From an optimization exercise on the open Yosys and OpenROAD flow, aimed at small area; shortcuts taken in it are not production practice. Only simulation tests tie the RTL to the original design; equivalence was not proved. Power figures rest on the tool's default switching activity, not on a simulated workload.

==> flow/design.v, too long to show whole: its modules and the start of the top module <==
// module ps2_keyboard: 39 lines
// module keyboard: 48 lines
// module keycode_to_ascii: 14 lines
// module terminal: 67 lines
// module vga_ctrl: 41 lines
// module vga_bitmap: 14 lines
// module vga_font_logic: 2813 lines
// module vga_render: 14 lines
// module nvdl_term: 102 lines
module nvdl_term (
  input clk,
  input rst,
  input ps2_clk,
  input ps2_dat,
  output vram_we,
  output [11:0] vram_waddr,
  output [7:0] vram_wascii,
  output [2:0] vram_wfg,
  output [2:0] vram_wbg,
  output [11:0] vram_raddr,
  input [7:0] vram_rascii,
  input [2:0] vram_rfg,
  input [2:0] vram_rbg,
  output [3:0] vga_r,
  output [3:0] vga_g,
  output [3:0] vga_b,
  output vga_hs,
  output vga_vs,
  output vga_valid
);
  // ...
==> flow/keycode_to_ascii.mem <==
@00
00 00 00 00   00 00 00 00   00 00 00 00   00 09 60 00
@10
00 00 00 00   00 71 31 00   00 00 7A 73   61 77 32 00
@20
00 63 78 64   65 34 33 00   00 20 76 66   74 72 35 00
@30
00 6E 62 68   67 79 36 00   00 00 6D 6A   75 37 38 00
@40
00 2C 6B 69   6F 30 39 00   00 2E 2F 6C   3B 70 2D 00
@50
00 00 27 00   5B 3D 00 00   00 00 0A 5D   00 5C 00 00
@60
00 00 00 00   00 00 08 00   00 00 00 00   00 00 00 00
@70
00 00 00 00   00 00 1B 00   00 00 00 00   00 00 00 00
@80
00 00 00 00   00 00 00 00   00 00 00 00   00 09 7E 00
@90
00 00 00 00   00 51 21 00   00 00 5A 53   41 57 40 00
@A0
00 43 58 44   45 24 23 00   00 20 56 46   54 52 25 00
@B0
00 4E 42 48   47 59 5E 00   00 00 4D 4A   55 26 2A 00
@C0
00 3C 4B 49   4F 29 28 00   00 3E 3F 4C   3A 50 5F 00
@D0
00 00 22 00   7B 2B 00 00   00 00 0A 7D   00 7C 00 00
@E0
00 00 00 00   00 00 08 00   00 00 00 00   00 00 00 00
@F0
00 00 00 00   00 00 1B 00   00 00 00 00   00 00 00 00

==> flow/run.sh <==
#!/bin/bash
# synth_recipe.tcl (not shown) runs the flow's synth.tcl, then flattens the netlist and writes it again
# the make line also repeats each setting of config.mk as NAME=value (left out here)
make -C /OpenROAD-flow-scripts/flow DESIGN_CONFIG=/design/flow/config.mk WORK_HOME=/design/flow/orfs CLKGATE_MAP_FILE= SYNTH_SCRIPT=/design/flow/synth_recipe.tcl finish
==> flow/config.mk <==
export PLATFORM = sky130hd
export DESIGN_NAME = nvdl_term
export DESIGN_NICKNAME = nvdl_term
export VERILOG_FILES = /design/flow/design.v
export SDC_FILE = /design/flow/constraint.sdc
export NUM_CORES = 4
export LEC_CHECK = 0
export ABC_AREA = 1
export CAP_MARGIN = 30
export CORE_MARGIN = 2
export CORE_UTILIZATION = 25
export SLEW_MARGIN = 30
export SYNTH_MEMORY_MAX_BITS = 65536
==> flow/constraint.sdc <==
create_clock -name core_clock -period 12.0 [get_ports {clk}]
set_input_delay 2.4000 -clock core_clock [delete_from_list [all_inputs] [get_ports {clk}]]
set_output_delay 2.4000 -clock core_clock [all_outputs]
set_load 0.01 [all_outputs]
==> flow_summary_export.csv, run 1 <==
group,metric,value,unit
synth,ys_dominant_reg_cell,"sky130_fd_sc_hd__dfxtp_1",
route,drt-met1-wl,46400,um
pwr,power.density_cell_area,79.1,nW/um2
synth,synth_cells,2845,
critical_path,worstPathMaxFanout,76,
pwr,clock_net_power,0.000331,W
die,die_h,249,um
critical_path,worst-path-buf-inv,4,
route,avgViaCountPerCell,6.17,
synth,synth-simple-area-share,51.8,%
critical_path,critical_path_cell_by_cell,"buf_4 > buf_12 > nand2_1 > clkinv_1 > nand2_1 > nor2_1 > o21ai_0 > nand2_1 > a21oi_1 > a21oi_1 > nand2_1 > nand3_1 > nand3_1 > nand3_1 > nand3_2 > nand2_2 > nand2_1 > nand2_1 > nor2_1 > clkdlybuf4s50_1",
grt,grt_util_met2,52.0,%
sta,max-slew-margin-rel,27.0,%
sta,fmax,105,MHz
critical_path,worst-r2r-cell-count,14,
cells_and_area,clkbuf_count,9,
sta,total_negative_setup_slacks,0,ps
cells_and_area,area.growth.synth_to_final,11.1,%
grt,via_count_of_the_first_global_routing_pass,20500,
synth,synthesis.yosys.warnings,5,
synth,synth_top_cell_area_share,24.8,%
clocking,clock_root_cell,"sky130_fd_sc_hd__clkbuf_16",
placement,placed_cells_incl_taps,3568,
outcome,outcome,"complete, no violations",
cells_and_area,antenna-diode-count,5,
==> module keycode_to_ascii, before the edit <==
module keycode_to_ascii(
    input [7:0] keycode,
    input shift,
    output valid,
    output [7:0] ascii
);
    reg [7:0] rom [0:255];
    wire [7:0] shifted_keycode = keycode | ({7'b0, shift} << 7);
    initial begin
        $readmemh("keycode_to_ascii.mem", rom, 0, 255);
    end
    assign ascii = rom[shifted_keycode];
    assign valid = |ascii;
endmodule
==> module terminal, before the edit <==
module terminal(
  input clk,
  input rst,
  input in_valid,
  input [7:0] in_ascii,
  output reg we,
  output reg [4:0] wr_addr,
  output reg [6:0] wc_addr
);
parameter ascii_enter = 8'h0A;
parameter S0 = 2'b00, S1 = 2'b01, S2 = 2'b11;
reg [1:0] state;
reg [15:0] cnt;
reg [6:0] last_ascii;
wire [15:0] cnt_next = {cnt[14:0], cnt[15] ^ cnt[14] ^ cnt[12] ^ cnt[3]};
wire cnt_done = (cnt == 16'h6B78);
always @(posedge clk) begin
  if (rst) begin
    wr_addr <= 0;
    wc_addr <= 0;
    we <= 1;
    state <= S0;
  end else if (we == 1) begin
    we <= 0;
  end else begin
    if (state == S0) begin
      if (in_valid) begin
        state <= S1;
        last_ascii <= in_ascii[6:0];
        if (in_ascii == ascii_enter) begin
          if (wr_addr == 5'd29) begin
            wr_addr <= 0;
          end else begin
            wr_addr <= wr_addr + 1;
          end
          wc_addr <= 0;
        end else begin
          we <= 1;
        end
      end
    end else if (state == S1) begin
      state <= S2;
      cnt <= 16'hFFFF;
      if (last_ascii != ascii_enter[6:0]) begin
        if (wc_addr == 7'd69) begin
          wc_addr <= 0;
          if (wr_addr == 5'd29) begin
            wr_addr <= 0;
          end else begin
            wr_addr <= wr_addr + 1;
          end
        end else begin
          wc_addr <= wc_addr + 1;
        end
      end
    end else begin
      if (!in_valid) begin
        state <= S0;
      end else if ((in_ascii[6:0] != last_ascii) || cnt_done) begin
        state <= S0;
      end else begin
        cnt <= cnt_next;
      end
    end
  end
end
endmodule
==> run 2: changes to the inputs <==
--- a/flow/design.v
+++ b/flow/design.v
@@ -93,9 +93,292 @@
 );
-    reg [7:0] rom [0:255];
-    wire [7:0] shifted_keycode = keycode | ({7'b0, shift} << 7);
-    initial begin
-        $readmemh("keycode_to_ascii.mem", rom, 0, 255);
-    end
-    assign ascii = rom[shifted_keycode];
-    assign valid = |ascii;
+wire [6:0] o;
+keycode_rom_logic rom(
+    .i7(keycode[7] | shift), .i6(keycode[6]), .i5(keycode[5]), .i4(keycode[4]),
+    .i3(keycode[3]), .i2(keycode[2]), .i1(keycode[1]), .i0(keycode[0]),
+    .o6(o[6]), .o5(o[5]), .o4(o[4]), .o3(o[3]), .o2(o[2]), .o1(o[1]), .o0(o[0]),
+    .v(valid)
+);
+assign ascii = {1'b0, o};
+endmodule
+module keycode_rom_logic ( 
+    i0, i1, i2, i3, i4, i5, i6, i7,
+    o0, o1, o2, o3, o4, o5, o6, v  );
+  input  i0, i1, i2, i3, i4, i5, i6, i7;
+  output o0, o1, o2, o3, o4, o5, o6, v;
+  wire new_n17, new_n18, new_n19, new_n20, new_n21, new_n22, new_n23,
+    new_n24, new_n25, new_n26, new_n27, new_n28, new_n29, new_n30, new_n31,
+    new_n32, new_n33, new_n34, new_n35, new_n36, new_n37, new_n38, new_n39,
+    new_n40, new_n41, new_n42, new_n43, new_n44, new_n45, new_n46, new_n47,
+    new_n48, new_n49, new_n50, new_n51, new_n52, new_n53, new_n54, new_n55,
+    new_n56, new_n57, new_n58, new_n59, new_n60, new_n61, new_n62, new_n63,
+    new_n64, new_n65, new_n66, new_n67, new_n68, new_n69, new_n70, new_n71,
+    new_n72, new_n73, new_n74, new_n75, new_n76, new_n77, new_n78, new_n79,
+    new_n80, new_n81, new_n82, new_n83, new_n84, new_n85, new_n86, new_n87,
+    new_n88, new_n89, new_n90, new_n91, new_n92, new_n93, new_n94, new_n96,
+    new_n97, new_n98, new_n99, new_n100, new_n101, new_n102, new_n103,
+    new_n104, new_n105, new_n106, new_n107, new_n108, new_n109, new_n110,
+    new_n111, new_n112, new_n113, new_n114, new_n115, new_n116, new_n117,
+    new_n118, new_n119, new_n120, new_n121, new_n122, new_n123, new_n124,
+    new_n125, new_n126, new_n127, new_n128, new_n129, new_n130, new_n131,
+    new_n132, new_n133, new_n134, new_n136, new_n137, new_n138, new_n139,
+    new_n140, new_n141, new_n142, new_n143, new_n144, new_n145, new_n146,
+    new_n147, new_n148, new_n149, new_n150, new_n151, new_n152, new_n153,
+    new_n154, new_n155, new_n156, new_n157, new_n158, new_n159, new_n160,
+    new_n161, new_n162, new_n163, new_n164, new_n165, new_n166, new_n167,
+    new_n169, new_n170, new_n171, new_n172, new_n173, new_n174, new_n175,
+    new_n176, new_n177, new_n178, new_n179, new_n181, new_n182, new_n183,
+    new_n184, new_n185, new_n186, new_n187, new_n188, new_n189, new_n190,
+    new_n191, new_n192, new_n193, new_n194, new_n195, new_n196, new_n197,
+    new_n198, new_n199, new_n200, new_n201, new_n202, new_n203, new_n205,
+    new_n206, new_n207, new_n208, new_n209, new_n210, new_n211, new_n212,
+    new_n213, new_n214, new_n215, new_n216, new_n217, new_n218, new_n219,
+    new_n220, new_n221, new_n222, new_n223, new_n224, new_n225, new_n226,
+    new_n227, new_n228, new_n229, new_n230, new_n231, new_n233, new_n234,
+    new_n235, new_n236, new_n237, new_n238, new_n239, new_n240, new_n241,
+    new_n242, new_n243, new_n244, new_n245, new_n246, new_n247, new_n248,
+    new_n250, new_n251, new_n252, new_n253, new_n254, new_n255, new_n256,
+    new_n257, new_n258;
+  assign new_n17 = ~i3 & i5;
+  assign new_n18 = ~i6 & ~new_n17;
+  assign new_n19 = i3 & i4;
+  assign new_n20 = new_n18 & ~new_n19;
+  assign new_n21 = ~i3 & ~i5;
+  assign new_n22 = ~i4 & ~i5;
+  assign new_n23 = i6 & ~new_n22;
+  assign new_n24 = i4 & ~i5;
+  assign new_n25 = i3 & new_n24;
+  assign new_n26 = i7 & ~new_n25;
+  assign new_n27 = ~i7 & ~new_n22;
+  assign new_n28 = ~new_n26 & ~new_n27;
+  assign new_n29 = i6 & ~new_n21;
+  assign new_n30 = ~new_n28 & new_n29;
+  assign new_n31 = ~new_n23 & ~new_n30;
+  assign new_n32 = ~new_n21 & ~new_n31;
+  assign new_n33 = ~i0 & ~new_n20;
+  assign new_n34 = ~new_n32 & new_n33;
+  assign new_n35 = new_n21 & ~new_n28;
+  assign new_n36 = i6 & ~new_n35;
+  assign new_n37 = i3 & ~new_n22;
+  assign new_n38 = i4 & i5;
+  assign new_n39 = ~i3 & ~new_n38;
+  assign new_n40 = ~new_n37 & ~new_n39;
+  assign new_n41 = ~i6 & ~new_n40;
+  assign new_n42 = i3 & new_n38;
+  assign new_n43 = ~i4 & i5;
+  assign new_n44 = ~i3 & new_n43;
+  assign new_n45 = ~new_n42 & ~new_n44;
+  assign new_n46 = i7 & ~new_n45;
+  assign new_n47 = i4 & ~new_n46;
+  assign new_n48 = new_n41 & ~new_n47;
+  assign new_n49 = i0 & ~new_n36;
+  assign new_n50 = ~new_n48 & new_n49;
+  assign new_n51 = ~new_n34 & ~new_n50;
+  assign new_n52 = i2 & ~new_n51;
+  assign new_n53 = i3 & new_n22;
+  assign new_n54 = i6 & ~new_n53;
+  assign new_n55 = i0 & ~i2;
+  assign new_n56 = ~new_n18 & new_n55;
+  assign new_n57 = ~new_n54 & new_n56;
+  assign new_n58 = new_n43 & new_n57;
+  assign new_n59 = ~new_n52 & ~new_n58;
+  assign new_n60 = ~i1 & ~new_n59;
+  assign new_n61 = ~i6 & ~new_n42;
+  assign new_n62 = ~i5 & ~i7;
+  assign new_n63 = ~new_n19 & new_n62;
+  assign new_n64 = new_n23 & ~new_n63;
+  assign new_n65 = ~i0 & ~new_n64;
+  assign new_n66 = ~new_n61 & new_n65;
+  assign new_n67 = ~new_n17 & ~new_n37;
+  assign new_n68 = ~i3 & new_n22;
+  assign new_n69 = new_n67 & ~new_n68;
+  assign new_n70 = ~i6 & ~new_n19;
+  assign new_n71 = ~new_n44 & new_n70;
+  assign new_n72 = i0 & ~new_n71;
+  assign new_n73 = ~i5 & ~new_n69;
+  assign new_n74 = new_n72 & new_n73;
+  assign new_n75 = ~new_n66 & ~new_n74;
+  assign new_n76 = ~i2 & ~new_n75;
+  assign new_n77 = ~i6 & ~new_n43;
+  assign new_n78 = i4 & new_n39;
+  assign new_n79 = new_n77 & ~new_n78;
+  assign new_n80 = ~i0 & ~new_n54;
+  assign new_n81 = new_n40 & ~new_n62;
+  assign new_n82 = i6 & ~new_n81;
+  assign new_n83 = ~i0 & ~new_n82;
+  assign new_n84 = i3 & ~new_n24;
+  assign new_n85 = ~new_n17 & new_n23;
+  assign new_n86 = ~i0 & ~new_n85;
+  assign new_n87 = ~new_n84 & new_n86;
+  assign new_n88 = new_n63 & new_n87;
+  assign new_n89 = ~new_n83 & ~new_n88;
+  assign new_n90 = ~new_n80 & new_n89;
+  assign new_n91 = i2 & ~new_n79;
+  assign new_n92 = ~new_n90 & new_n91;
+  assign new_n93 = ~new_n76 & ~new_n92;
+  assign new_n94 = i1 & ~new_n93;
+  assign o0 = new_n60 | new_n94;
+  assign new_n96 = ~i6 & new_n37;
+  assign new_n97 = i0 & ~new_n96;
+  assign new_n98 = i6 & new_n67;
+  assign new_n99 = ~i0 & ~new_n98;
+  assign new_n100 = i3 & ~i5;
+  assign new_n101 = i6 & ~new_n100;
+  assign new_n102 = ~new_n22 & new_n101;
+  assign new_n103 = ~i6 & new_n67;
+  assign new_n104 = ~new_n102 & ~new_n103;
+  assign new_n105 = new_n45 & new_n104;
+  assign new_n106 = new_n99 & ~new_n105;
+  assign new_n107 = ~new_n97 & ~new_n106;
+  assign new_n108 = ~i2 & ~new_n107;
+  assign new_n109 = ~i7 & ~new_n67;
+  assign new_n110 = ~new_n84 & new_n109;
+  assign new_n111 = ~new_n38 & ~new_n53;
+  assign new_n112 = i7 & ~new_n111;
+  assign new_n113 = ~i6 & ~new_n46;
+  assign new_n114 = ~new_n112 & new_n113;
+  assign new_n115 = ~new_n110 & new_n114;
+  assign new_n116 = new_n83 & ~new_n115;
+  assign new_n117 = i2 & ~new_n116;
+  assign new_n118 = ~new_n108 & ~new_n117;
+  assign new_n119 = i1 & ~new_n118;
+  assign new_n120 = i7 & ~new_n69;
+  assign new_n121 = ~new_n27 & ~new_n120;
+  assign new_n122 = ~i0 & new_n71;
+  assign new_n123 = ~new_n102 & ~new_n122;
+  assign new_n124 = new_n121 & ~new_n123;
+  assign new_n125 = new_n97 & ~new_n124;
+  assign new_n126 = ~i6 & ~new_n38;
+  assign new_n127 = new_n18 & ~new_n43;
+  assign new_n128 = ~new_n23 & ~new_n127;
+  assign new_n129 = ~new_n126 & new_n128;
+  assign new_n130 = new_n99 & ~new_n129;
+  assign new_n131 = i2 & ~new_n130;
+  assign new_n132 = ~new_n125 & new_n131;
+  assign new_n133 = ~i1 & ~new_n57;
+  assign new_n134 = ~new_n132 & new_n133;
+  assign o1 = ~new_n119 & ~new_n134;
+  assign new_n136 = ~new_n22 & new_n45;
+  assign new_n137 = ~i6 & ~new_n136;
+  assign new_n138 = ~new_n77 & ~new_n137;
+  assign new_n139 = ~new_n81 & ~new_n138;
+  assign new_n140 = i2 & new_n80;
+  assign new_n141 = ~new_n139 & new_n140;
+  assign new_n142 = ~new_n29 & ~new_n103;
+  assign new_n143 = new_n99 & ~new_n142;
+  assign new_n144 = ~new_n87 & ~new_n143;
+  assign new_n145 = i0 & ~new_n77;
+  assign new_n146 = ~new_n101 & new_n145;
+  assign new_n147 = ~new_n65 & ~new_n146;
+  assign new_n148 = ~i2 & ~new_n147;
+  assign new_n149 = new_n144 & new_n148;
+  assign new_n150 = ~new_n141 & ~new_n149;
+  assign new_n151 = i1 & ~new_n150;
+  assign new_n152 = i0 & new_n126;
+  assign new_n153 = new_n123 & ~new_n152;
+  assign new_n154 = ~i2 & ~new_n153;
+  assign new_n155 = i0 & new_n128;
+  assign new_n156 = ~i2 & ~new_n155;
+  assign new_n157 = ~new_n154 & ~new_n156;
+  assign new_n158 = ~i0 & ~new_n100;
+  assign new_n159 = new_n104 & new_n158;
+  assign new_n160 = ~new_n62 & new_n101;
+  assign new_n161 = ~new_n24 & new_n36;
+  assign new_n162 = new_n72 & ~new_n160;
+  assign new_n163 = ~new_n161 & new_n162;
+  assign new_n164 = i2 & ~new_n159;
+  assign new_n165 = ~new_n163 & new_n164;
+  assign new_n166 = ~i1 & new_n157;
+  assign new_n167 = ~new_n165 & new_n166;
+  assign o2 = new_n151 | new_n167;
+  assign new_n169 = ~new_n41 & ~new_n161;
+  assign new_n170 = i0 & ~new_n169;
+  assign new_n171 = ~new_n99 & ~new_n170;
+  assign new_n172 = i2 & ~new_n171;
+  assign new_n173 = new_n157 & ~new_n172;
+  assign new_n174 = ~i1 & ~new_n173;
+  assign new_n175 = new_n61 & ~new_n112;
+  assign new_n176 = new_n86 & ~new_n175;
+  assign new_n177 = i2 & ~new_n176;
+  assign new_n178 = ~new_n154 & ~new_n177;
+  assign new_n179 = i1 & ~new_n178;
+  assign o3 = ~new_n174 & ~new_n179;
+  assign new_n181 = ~i0 & ~new_n77;
+  assign new_n182 = ~new_n25 & ~new_n181;
+  assign new_n183 = ~new_n54 & ~new_n82;
+  assign new_n184 = ~i0 & ~new_n183;
+  assign new_n185 = ~i2 & ~new_n182;
+  assign new_n186 = ~new_n184 & new_n185;
+  assign new_n187 = ~i6 & ~new_n27;
+  assign new_n188 = ~new_n81 & new_n187;
+  assign new_n189 = i2 & ~new_n188;
+  assign new_n190 = ~new_n89 & new_n189;
+  assign new_n191 = ~new_n186 & ~new_n190;
+  assign new_n192 = i1 & ~new_n191;
+  assign new_n193 = i0 & i6;
+  assign new_n194 = ~i2 & i7;
+  assign new_n195 = new_n22 & new_n194;
+  assign new_n196 = new_n193 & new_n195;
+  assign new_n197 = ~new_n136 & new_n187;
+  assign new_n198 = ~new_n160 & ~new_n197;
+  assign new_n199 = i0 & ~new_n198;
+  assign new_n200 = i2 & new_n144;
+  assign new_n201 = ~new_n199 & new_n200;
+  assign new_n202 = ~new_n196 & ~new_n201;
+  assign new_n203 = ~i1 & ~new_n202;
+  assign o4 = new_n192 | new_n203;
+  assign new_n205 = ~i6 & ~new_n109;
+  assign new_n206 = i6 & ~new_n121;
+  assign new_n207 = ~new_n144 & new_n206;
+  assign new_n208 = ~new_n28 & new_n193;
+  assign new_n209 = ~i2 & ~new_n205;
+  assign new_n210 = ~new_n208 & new_n209;
+  assign new_n211 = ~new_n207 & new_n210;
+  assign new_n212 = ~i6 & new_n68;
+  assign new_n213 = new_n86 & ~new_n212;
+  assign new_n214 = new_n47 & new_n120;
+  assign new_n215 = i2 & new_n213;
+  assign new_n216 = new_n31 & new_n215;
+  assign new_n217 = ~new_n214 & new_n216;
+  assign new_n218 = ~new_n211 & ~new_n217;
+  assign new_n219 = i1 & ~new_n218;
+  assign new_n220 = ~i0 & ~new_n205;
+  assign new_n221 = ~new_n206 & new_n220;
+  assign new_n222 = ~new_n46 & new_n187;
+  assign new_n223 = i0 & ~new_n30;
+  assign new_n224 = ~new_n222 & new_n223;
+  assign new_n225 = ~new_n221 & ~new_n224;
+  assign new_n226 = i2 & ~new_n225;
+  assign new_n227 = ~i2 & ~new_n46;
+  assign new_n228 = new_n155 & new_n227;
+  assign new_n229 = ~new_n214 & new_n228;
+  assign new_n230 = ~new_n226 & ~new_n229;
+  assign new_n231 = ~i1 & ~new_n230;
+  assign o5 = new_n219 | new_n231;
+  assign new_n233 = ~i0 & ~new_n142;
+  assign new_n234 = ~new_n101 & ~new_n137;
+  assign new_n235 = i0 & ~new_n234;
+  assign new_n236 = i2 & ~new_n233;
+  assign new_n237 = ~new_n235 & new_n236;
+  assign new_n238 = ~i6 & new_n56;
+  assign new_n239 = ~i1 & ~new_n238;
+  assign new_n240 = ~new_n237 & new_n239;
+  assign new_n241 = ~i2 & new_n104;
+  assign new_n242 = ~new_n233 & new_n241;
+  assign new_n243 = ~i6 & ~new_n53;
+  assign new_n244 = ~new_n214 & new_n243;
+  assign new_n245 = ~new_n89 & new_n140;
+  assign new_n246 = ~new_n244 & new_n245;
+  assign new_n247 = i1 & ~new_n242;
+  assign new_n248 = ~new_n246 & new_n247;
+  assign o6 = ~new_n240 & ~new_n248;
+  assign new_n250 = ~new_n69 & ~new_n104;
+  assign new_n251 = ~new_n143 & ~new_n250;
+  assign new_n252 = i2 & ~new_n251;
+  assign new_n253 = ~new_n156 & ~new_n252;
+  assign new_n254 = ~i1 & ~new_n253;
+  assign new_n255 = i2 & ~new_n213;
+  assign new_n256 = ~new_n104 & new_n108;
+  assign new_n257 = ~new_n255 & ~new_n256;
+  assign new_n258 = i1 & ~new_n257;
+  assign v = ~new_n254 & ~new_n258;
 endmodule
@@ -118,2 +401,8 @@
 always @(posedge clk) begin
+  if (state == S2)
+    cnt <= cnt_next;
+  else
+    cnt <= 16'hFFFF;
+end
+always @(posedge clk) begin
   if (rst) begin
@@ -143,3 +432,2 @@
       state <= S2;
-      cnt <= 16'hFFFF;
       if (last_ascii != ascii_enter[6:0]) begin
@@ -161,4 +449,2 @@
         state <= S0;
-      end else begin
-        cnt <= cnt_next;
       end
--- a/flow/config.mk
+++ b/flow/config.mk
@@ -10,3 +10,3 @@
 export CORE_MARGIN = 2
-export CORE_UTILIZATION = 25
+export CORE_UTILIZATION = 60
 export SLEW_MARGIN = 30
removed: flow/keycode_to_ascii.mem
==> run 2 against run 1 <==
Effect of this change: the flow now stops in global routing; synthesized area down 2.7%; synthesized cell count fell by 1.4%.
==> flow_summary_export.csv, run 2 <==
group,metric,value,unit
synth,synth_top_cell_area_share,25.3,%
synth,synthesis.yosys.warnings,4,
clocking,h-tree-depth,3,
placement,detailed_place_hpwl,63000,um
clocking,cts_inserted_buffers,9,
die,initial_utilization,60.5,%
clocking,cts.path.max_buffers,2,
outcome,error,"[ERROR GRT-0116] Global routing finished with congestion. Check the congestion regions in the DRC Viewer.",
die,floorplan.io_pins,72,
synth,yosysMostFrequentCell,"sky130_fd_sc_hd__nand2_1",
synth,postSynthAreaPerCell,5.19,um2
synth,async_flop_share,0,%
synth,synthesized_flop_and_latch_total,88,
synth,synthesis.area,14600,um2
placement,gpl_wtd_cong,1.41,
clocking,clock_root_cell,"sky130_fd_sc_hd__clkbuf_16",
clocking,clock_sink_count,88,
synth,yosysTopAreaCell,"sky130_fd_sc_hd__nand2_1",
die,die_w,160,um
placement,detailedPlace.worstSlack,2790,ps
synth,synth_cell_types,56,
synth,yosysSeqAreaShare,13.3,%
clocking,postCtsSetupRepairBufs,0,
synth,synth-edff-count,18,
clocking,cts_hold_buf,0,
synth,ys_dominant_reg_cell,"sky130_fd_sc_hd__dfxtp_1",
placement,placed_cells_incl_taps,3056,
synth,netlist_top_cells_area,"sky130_fd_sc_hd__nand2_1, sky130_fd_sc_hd__nand3_1, sky130_fd_sc_hd__dfxtp_1, sky130_fd_sc_hd__a21oi_1, sky130_fd_sc_hd__inv_1",
outcome,haltStage,"global routing",
synth,post_synth_most_frequent_cells,"sky130_fd_sc_hd__nand2_1, sky130_fd_sc_hd__nand3_1, sky130_fd_sc_hd__inv_1, sky130_fd_sc_hd__nor2_1, sky130_fd_sc_hd__a21oi_1",
grt,pin_count_of_the_biggest_net_entering_global_routing,62,
clocking,post_cts.resized_instances,0,
outcome,outcome,"aborted with a tool error",
placement,place_area,15000,um2
die,die_h,160,um
die,fp-row-count,57,
placement,io_buffers,64,
synth,synth_cells,2806,
[run 2: cell count changes after synthesis, sizes merged, moves of 6 or more]
| cell | previous run | this run |
|---|---|---|
| ha | 42 | 35 |
| edfxtp | 34 | 18 |
| inv | 250 | 257 |
| nand4 | 60 | 48 |
| nand3 | 430 | 439 |
| nor2 | 247 | 234 |
| buf | 106 | 117 |
| o211ai | 30 | 21 |
| clkbuf | 68 | 56 |
| dfxtp | 54 | 70 |
| nand3b | 2 | 8 |
[run 2: worst min-delay path by stage]
| stage | start | end | slack, ps | cells after the start |
|---|---|---|---|---|
| after CTS | ps2_keyboard.ps2_clk_sync[0] | ps2_keyboard.ps2_clk_sync[1] | 330 | 0 |
| after detailed placement | ps2_keyboard.ps2_clk_sync[0] | ps2_keyboard.ps2_clk_sync[1] | 320 | 0 |
| after floorplan | ps2_keyboard.ps2_clk_sync[0] | ps2_keyboard.ps2_clk_sync[1] | 310 | 0 |
| after global placement | ps2_keyboard.ps2_clk_sync[0] | ps2_keyboard.ps2_clk_sync[1] | 320 | 0 |
[run 2: kinds of logic after synthesis]
kind of cell	count (synthesis)	share of synthesized area, %
xor+xnor	17	1.02
simple gates	1786	53.4
compound gates	441	16.6
buf+inv	437	12.6
fa+ha+maj	35	3.01
flops	88	13.3
other cells	2	0.0515
[run 2: through the flow]
| stage | hold WS, ps | total power (W) |
|---|---|---|
| after floorplan | 310 | 0.000643 |
| after global placement | 316 | 0.000825 |
| after detailed placement | 322 | 0.000825 |
| after CTS | 331 | 0.00110 |
[run 2: power by group through the flow]
stage	clock network [W]	logic [W]	registers [W]
CTS	0.000284	0.000511	0.000309
detailed placement	0	0.000509	0.000316
global placement	0	0.000510	0.000316
floorplan	0	0.000329	0.000314
==> run 3: changes to the inputs <==
==> flow/flow/run.sh (new file) <==
#!/bin/bash
# Own flow: the standard synthesis, then the combinational logic between
# the (untouched) flip-flops is re-mapped by ABC for area, then the standard flow's
# standard layout from the floorplan on. Each tool's output goes to a log
# file in the work folder.
set -euo pipefail
WORK=$(pwd)
FL=$WORK/flow
R=$WORK/orfs/results/$FLOW_PLATFORM/nvdl_term/base
LIB=$FLOW_HOME/platforms/$FLOW_PLATFORM/lib/sky130_fd_sc_hd__tt_025C_1v80.lib
YOSYS=yosys
if [[ -x $FLOW_HOME/../tools/install/yosys/bin/yosys ]]; then
  YOSYS=$FLOW_HOME/../tools/install/yosys/bin/yosys
fi

bash standard.sh synth > $WORK/flow_synth.log 2>&1
cp $R/1_2_yosys.v $WORK/remap_in.v

# 2. re-map the combinational logic; sequential cells stay black boxes
SEQ=$(awk '/^ *cell *\(/{c=$0; gsub(/.*cell *\( *"?|"? *\).*/,"",c)} /^ *(ff|latch|statetable) *\(/{print c}' $LIB | sort -u)
DU=$(sed 's/^/-dont_use /' $FL/dont_use.txt | tr '\n' ' ')
{
  echo "read_liberty -ignore_miss_func $LIB"
  echo "read_verilog -defer $WORK/remap_in.v"
  echo "hierarchy -top $FLOW_TOP"
  for c in $SEQ; do
    if grep -q "$c " $WORK/remap_in.v; then echo "blackbox $c"; fi
  done
  echo "flatten"
  echo "opt_clean -purge"
  echo "tee -o $WORK/remap_stat_in.txt stat"
  echo "abc -liberty $LIB $DU -script $FL/remap.abc"
  echo "opt_clean -purge"
  echo "read_liberty -lib -overwrite -ignore_miss_func $LIB"
  echo "splitnets"
  echo "opt_clean -purge"
  echo "hilomap -singleton -hicell sky130_fd_sc_hd__conb_1 HI -locell sky130_fd_sc_hd__conb_1 LO"
  echo "insbuf -buf sky130_fd_sc_hd__buf_1 A X"
  echo "check -assert"
  echo "tee -o $WORK/remap_stat.txt stat -liberty $LIB"
  echo "write_verilog -noattr -nohex -nodec $WORK/remap_out.v"
} > $WORK/remap.ys
$YOSYS -s $WORK/remap.ys > $WORK/flow_remap.log 2>&1

# 3. standard layout on the re-mapped netlist
cp $WORK/remap_out.v $R/1_2_yosys.v
rm -f $R/1_synth.odb $R/1_synth.sdc
bash standard.sh > $WORK/flow_layout.log 2>&1
==> flow/flow/dont_use.txt (new file) <==
sky130_fd_sc_hd__probe_p_8
sky130_fd_sc_hd__probec_p_8
sky130_fd_sc_hd__lpflow_bleeder_1
sky130_fd_sc_hd__lpflow_clkbufkapwr_1
sky130_fd_sc_hd__lpflow_clkbufkapwr_16
sky130_fd_sc_hd__lpflow_clkbufkapwr_2
sky130_fd_sc_hd__lpflow_clkbufkapwr_4
sky130_fd_sc_hd__lpflow_clkbufkapwr_8
sky130_fd_sc_hd__lpflow_clkinvkapwr_1
sky130_fd_sc_hd__lpflow_clkinvkapwr_16
sky130_fd_sc_hd__lpflow_clkinvkapwr_2
sky130_fd_sc_hd__lpflow_clkinvkapwr_4
sky130_fd_sc_hd__lpflow_clkinvkapwr_8
sky130_fd_sc_hd__lpflow_decapkapwr_12
sky130_fd_sc_hd__lpflow_decapkapwr_3
sky130_fd_sc_hd__lpflow_decapkapwr_4
sky130_fd_sc_hd__lpflow_decapkapwr_6
sky130_fd_sc_hd__lpflow_decapkapwr_8
sky130_fd_sc_hd__lpflow_inputiso0n_1
sky130_fd_sc_hd__lpflow_inputiso0p_1
sky130_fd_sc_hd__lpflow_inputiso1n_1
sky130_fd_sc_hd__lpflow_inputiso1p_1
sky130_fd_sc_hd__lpflow_inputisolatch_1
sky130_fd_sc_hd__lpflow_isobufsrc_1
sky130_fd_sc_hd__lpflow_isobufsrc_16
sky130_fd_sc_hd__lpflow_isobufsrc_2
sky130_fd_sc_hd__lpflow_isobufsrc_4
sky130_fd_sc_hd__lpflow_isobufsrc_8
sky130_fd_sc_hd__lpflow_isobufsrckapwr_16
sky130_fd_sc_hd__lpflow_lsbuf_lh_hl_isowell_tap_1
sky130_fd_sc_hd__lpflow_lsbuf_lh_hl_isowell_tap_2
sky130_fd_sc_hd__lpflow_lsbuf_lh_hl_isowell_tap_4
sky130_fd_sc_hd__lpflow_lsbuf_lh_isowell_4
sky130_fd_sc_hd__lpflow_lsbuf_lh_isowell_tap_1
sky130_fd_sc_hd__lpflow_lsbuf_lh_isowell_tap_2
sky130_fd_sc_hd__lpflow_lsbuf_lh_isowell_tap_4
sky130_fd_sc_hd__fill_1
sky130_fd_sc_hd__fill_2
sky130_fd_sc_hd__fill_4
sky130_fd_sc_hd__fill_8
==> flow/flow/remap.abc (new file) <==
strash
dc2
balance -l; resub -K 6 -l; rewrite -l; resub -K 6 -N 2 -l; refactor -l; resub -K 8 -l; balance -l; resub -K 8 -N 2 -l; rewrite -l; resub -K 10 -l; rewrite -z -l; resub -K 10 -N 2 -l; balance -l; resub -K 12 -l; refactor -z -l; resub -K 12 -N 2 -l; rewrite -z -l; balance -l
dc2
balance -l; resub -K 6 -l; rewrite -l; resub -K 6 -N 2 -l; refactor -l; resub -K 8 -l; balance -l; resub -K 8 -N 2 -l; rewrite -l; resub -K 10 -l; rewrite -z -l; resub -K 10 -N 2 -l; balance -l; resub -K 12 -l; refactor -z -l; resub -K 12 -N 2 -l; rewrite -z -l; balance -l
dch -f
map -a
topo
==> flow/standard.sh (new file) <==
#!/bin/bash
# synth_recipe.tcl (not shown) runs the flow's synth.tcl, then flattens the netlist and writes it again
# the make line also repeats each setting of config.mk as NAME=value (left out here)
make -C /OpenROAD-flow-scripts/flow DESIGN_CONFIG=/design/flow/config.mk WORK_HOME=/design/flow/orfs CLKGATE_MAP_FILE= SYNTH_SCRIPT=/design/flow/synth_recipe.tcl "${@:-finish}"
--- a/flow/config.mk
+++ b/flow/config.mk
@@ -10,3 +10,3 @@
 export CORE_MARGIN = 2
-export CORE_UTILIZATION = 60
+export CORE_UTILIZATION = 40
 export SLEW_MARGIN = 30
removed: flow/run.sh
==> run 3 against run 2 <==
Effect of this change: the run again fails in global routing; synthesized cell count down 24%; synthesized area shrank 20%.
==> flow_summary_export.csv, run 3 <==
group,metric,value,unit
clocking,cts_inserted_buffers,9,
synth,postSynthAreaPerCell,5.47,um2
placement,detailedPlace.worstSlack,2250,ps
clocking,cts.path.max_buffers,2,
synth,synthesis.yosys.warnings,4,
placement,detailed_place_hpwl,66900,um
outcome,outcome,"aborted with a tool error",
clocking,post_cts.resized_instances,0,
clocking,h-tree-depth,3,
die,die_h,175,um
synth,synth_cells,2129,
clocking,postCtsSetupRepairBufs,0,
die,floorplan.io_pins,72,
die,fp-row-count,62,
clocking,cts_hold_buf,0,
clocking,clock_root_cell,"sky130_fd_sc_hd__clkbuf_16",
die,initial_utilization,40.6,%
die,die_w,175,um
placement,placed_cells_incl_taps,2621,
grt,pin_count_of_the_biggest_net_entering_global_routing,49,
placement,io_buffers,64,
synth,synthesis.area,11600,um2
outcome,error,"[ERROR GRT-0116] Global routing finished with congestion. Check the congestion regions in the DRC Viewer.",
outcome,haltStage,"global routing",
placement,gpl_wtd_cong,1.43,
[run 3: how the worst max path moves through the flow]
stage,start,endpoint,slack (ps),depth (start not counted)
after floorplan,vram_rascii[0],vga_b[1],2530,18
after global placement,vram_rascii[0],vga_b[3],2170,19
after detailed placement,vram_rascii[0],vga_b[3],2250,19
after CTS,vga_ctrl.mc[3],vga_b[3],2140,27
[run 3: power by group through the flow]
| stage | registers, W | logic, W | clock network [W] |
|---|---|---|---|
| 4_1_cts | 0.000309 | 0.000429 | 0.000280 |
| 3_5_place_dp | 0.000315 | 0.000427 | 0 |
| 3_3_place_gp | 0.000315 | 0.000442 | 0 |
| 2_1_floorplan | 0.000314 | 0.000218 | 0 |
[run 3: stage by stage]
step	util, %	area [um2]	hold slack [ps]
3_3_place_gp	45.9	13200	318
2_1_floorplan	-	11700	310
3_5_place_dp	45.9	13200	314
4_1_cts	46.9	13500	336

afterwards: timing with drivers on the ports:
In the flow no input, the clock included, has a driving cell. The finished layout below was timed again as built, in two steps. Step 1, drivers: a clkbuf_16 drives clk and a buf_2 each remaining input, both assumed. Step 2, shift: input delay + t, output delay - t, t = (earliest + latest rising clock arrival at the registers) / 2. This alone moves slack from input paths to output paths. Slacks: ideal ports / drivers / drivers and shift; pairs: ideal ports / drivers.
run: run 1
t, ns: 0.397
setup WS [ns]: 2.518 / 2.494 / 2.494
cell pins on the clock port's net: 1
After both steps run 1 still meets setup and hold. The setup slack of run 1 moves by -0.024 ns with the drivers and by -0.024 ns with both steps.
